Background: an optimization exercise with open tools, aiming at small area. Do not read the settings as production practice.
At most, simulation tests tie the RTL to the original design; equivalence was not proved.
The flow treats the clock pin as an ideal source. Dropping or thinning the clock tree relies on that and would not hold on a real chip.
Power figures rest on the tool's default switching activity, not on a simulated workload.

// axi_master_top
module axi_master_top (
    input  wire        ACLK,
    input  wire        ARESETN,
    input  wire        start_i,
    output wire [8:0]  M_AXI_AWADDR,
    output wire        M_AXI_AWVALID,
    input  wire        M_AXI_AWREADY,
    output wire [31:0] M_AXI_WDATA,
    output wire        M_AXI_WLAST,
    output wire        M_AXI_WVALID,
    input  wire        M_AXI_WREADY,
    input  wire [1:0]  M_AXI_BRESP,
    input  wire        M_AXI_BVALID,
    output wire        M_AXI_BREADY,
    output wire [8:0]  M_AXI_ARADDR,
    output wire        M_AXI_ARVALID,
    input  wire        M_AXI_ARREADY,
    input  wire [31:0] M_AXI_RDATA,
    input  wire [1:0]  M_AXI_RRESP,
    input  wire        M_AXI_RLAST,
    input  wire        M_AXI_RVALID,
    output wire        M_AXI_RREADY,
    output wire        ERROR
);
Settings: LEC_CHECK=0, CAP_MARGIN=20, CORE_MARGIN=2, CORE_UTILIZATION=40, PLACE_DENSITY=0.6, SLEW_MARGIN=20; clock period 5.0 ns.
standard.sh (not shown) runs the stock make flow with config.mk's settings and CLKGATE_MAP_FILE= SYNTH_SCRIPT=/design/flow/synth_recipe.tcl, a recipe that flattens the netlist after the stock synthesis.
==> flow/flow/run.sh <==
#!/bin/bash
# The standard layout (the standard.sh: standard synthesis, floorplan, place,
# CTS, route) with three changes to how the layout is made:
#  - constant outputs share the single tie cell synthesis gives them instead of
#    one tie cell per port (each with an unused second output);
#  - the port buffers are the smallest buffer, sky130_fd_sc_hd__buf_1 (repair
#    may still resize them);
#  - optional CTS arguments from flow/cts_args.txt.
set -euo pipefail
export SKIP_REPAIR_TIE_FANOUT=1
export BUFFER_PORTS_ARGS="-buffer_cell sky130_fd_sc_hd__buf_1"
if [[ -s flow/cts_args.txt ]]; then
  export CTS_ARGS="$(cat flow/cts_args.txt)"
fi
bash standard.sh finish > standard_flow.log 2>&1
==> flow/flow/cts_args.txt <==
-repair_clock_nets -buf_list sky130_fd_sc_hd__clkbuf_16 -dont_use_dummy_load
==> next run, changes <==
==> flow/flow/cts_args.txt (replaced) <==
-repair_clock_nets -buf_list sky130_fd_sc_hd__clkbuf_8 -root_buf sky130_fd_sc_hd__clkbuf_8 -dont_use_dummy_load -sink_clustering_enable -sink_clustering_size 40 -sink_clustering_max_diameter 200
What happened: Design area came out lower by 1.9%. Worst setup slack degrades by 20 ps. Wire length went down by about 1.2%. Cell count stays the same. Maximum frequency decreases by 0.86%. Clock skew climbs by 5.0 ps. Sequential share of layout area rises by 0.62 points. Hold slack gains 7.3 ps. Total power falls by 12%. Area after synthesis does not change. Combinational power barely changes.
==> next run, changes <==
- ABC_AREA: default -> 1
removed: flow/flow/cts_args.txt
After rerunning:
- via count increases by 10%
- worst hold slack hardly moves
- setup slack gains 21 ps
- routed wire length goes up by 5.0%
- power rises by 17%
- core utilization grows by 1.9 points
- critical path depth is unchanged
- synthesized area rose by 6.9%
==> next run, changes <==
==> flow/flow/cts_args.txt (new file) <==
-repair_clock_nets -buf_list sky130_fd_sc_hd__clkbuf_8 -dont_use_dummy_load -sink_buffer_max_cap_derate 1.0 -sink_clustering_enable -sink_clustering_size 30
- ABC_AREA: 1 -> default
Effect: Non-clock buffer count is unchanged; setup slack is worse by 21 ps; cell count decreases by 15%; critical path depth stays the same; cell area decreases by about 8%; synthesized cell count decreases by about 18%; register-to-register slack is about the same; area after synthesis decreases by about 6.4%; wire length decreases by 4.8%; sequential cell count does not change; die area decreases by 6.1%.
==> next run, changes <==
==> flow/flow/cts_args.txt (replaced) <==
-repair_clock_nets -buf_list sky130_fd_sc_hd__clkbuf_4 sky130_fd_sc_hd__clkbuf_8 -root_buf sky130_fd_sc_hd__clkbuf_4 -dont_use_dummy_load
Outcome:
- This time the run never finished: it broke off in 4_1_cts
- area after synthesis is unchanged
- synthesized cell count does not change
==> next run, changes <==
removed: flow/flow/cts_args.txt
Outcome:
- With this change the flow finished clean
- synthesized cell count stays the same
- area after synthesis is unchanged
Function was not checked in any run of this note: the RTL went through the layout flow alone.

========
axi_master_top, a different RTL version from the one above (not shown whole).
For scale: ~100 I/O pins.
clock: 5.0 ns
lec_check: 0
cap_margin: 20
core_margin: 2
core_utilization: 40
place_density: 0.6
slew_margin: 20
==> flow/flow/run.sh <==
#!/bin/bash
# The standard layout (standard.sh) with these changes to how it is made:
#  - synthesis: the standard synthesis script, but ABC maps with an area-only
#    script (flow/area.abc) and adders are left to ABC instead of being mapped
#    to half/full-adder cells first (ADDER_MAP_FILE empty);
#  - constant outputs share the single tie cell synthesis gives them instead of
#    one tie cell per port;
#  - the port buffers are the smallest buffer, sky130_fd_sc_hd__buf_1;
#  - CTS adds no dummy loads, and its tree is then collapsed into one clock
#    buffer (flow/one_clock_buffer.tcl), then routing and the rest run as usual.
# Each step's output goes to a log file of its own here; ORFS's own logs are
# under orfs/logs.
set -euo pipefail
W=$PWD
export SKIP_REPAIR_TIE_FANOUT=1
export BUFFER_PORTS_ARGS="-buffer_cell sky130_fd_sc_hd__buf_1"
export ADDER_MAP_FILE=
export MY_ABC_SCRIPT=$W/flow/area.abc
export FLOW_SYNTH_TCL=$W/synth_recipe.tcl
export CTS_ARGS="-repair_clock_nets -dont_use_dummy_load"
sed "s#SYNTH_SCRIPT=[^ ]*#SYNTH_SCRIPT=$W/flow/synth.tcl#" standard.sh > standard_synth.sh
bash standard_synth.sh synth > synth.log 2>&1
bash standard.sh cts > place_cts.log 2>&1
R=$W/orfs/results/$FLOW_PLATFORM/axi_master_top/base
CTS_ODB=$R/4_1_cts.odb CLOCK_BUFFER_CELL=${CLOCK_BUFFER_CELL:-sky130_fd_sc_hd__clkbuf_16} \
  openroad -no_init -exit flow/one_clock_buffer.tcl > one_clock_buffer.log 2>&1
cp $R/4_1_cts.odb $R/4_cts.odb
bash standard.sh finish > route_finish.log 2>&1
Other scripts of this flow, unchanged in this note and not shown: flow/flow/area.abc, flow/flow/one_clock_buffer.tcl, flow/flow/synth.tcl
The baseline finished clean.
Next try:
- CORE_UTILIZATION: 40 -> 65
- PLACE_DENSITY: 0.6 -> 0.8
Global-route usage went up by 6.8 points.
Core utilization rose by 26 points.
Sequential share of layout area came out higher by 0.62 points.
Routed wire length is lower by a few percent.
Cell count goes down by a little under a tenth.
Total power barely changes.

-- re-timing with driven ports --
How much do the figures lean on ideal ports? The routed layouts below were timed once more, with nothing changed but the port constraints.
Step 1 assumes that a clkbuf_16 drives the clock port and a buf_2 every other input.
Step 2 also shifts input and output timing later by t, the mid clock arrival at the registers, as if the neighbouring blocks saw the same clock.
Three values: ideal ports, drivers, drivers and shift; two values: the first two.
run	shift t [ns]	setup slack, ns	hold WS [ns]	cell pins on the clock port's net
the first run of note 1	0.285	2.725 / 2.702 / 2.448	0.328 / 0.328 / 0.328	1
the second run of note 1	0.293	2.705 / 2.678 / 2.448	0.335 / 0.335 / 0.335	1
the third run of note 1	0.300	2.726 / 2.701 / 2.588	0.336 / 0.336 / 0.336	1
the fourth run of note 1	0.293	2.705 / 2.678 / 2.448	0.335 / 0.335 / 0.335	1
the sixth run of note 1	0.296	2.703 / 2.680 / 2.456	0.335 / 0.335 / 0.335	1
the first run of note 2	0.188	2.901 / 2.912 / 2.724	0.336 / 0.336 / 0.336	1
the second run of note 2	0.185	2.911 / 2.917 / 2.731	0.344 / 0.344 / 0.344	1
After both steps setup and hold are still met in every run listed. The setup slack of the first run of note 1, which loses most, moves by -0.023 ns with the drivers and by -0.277 ns with both steps.
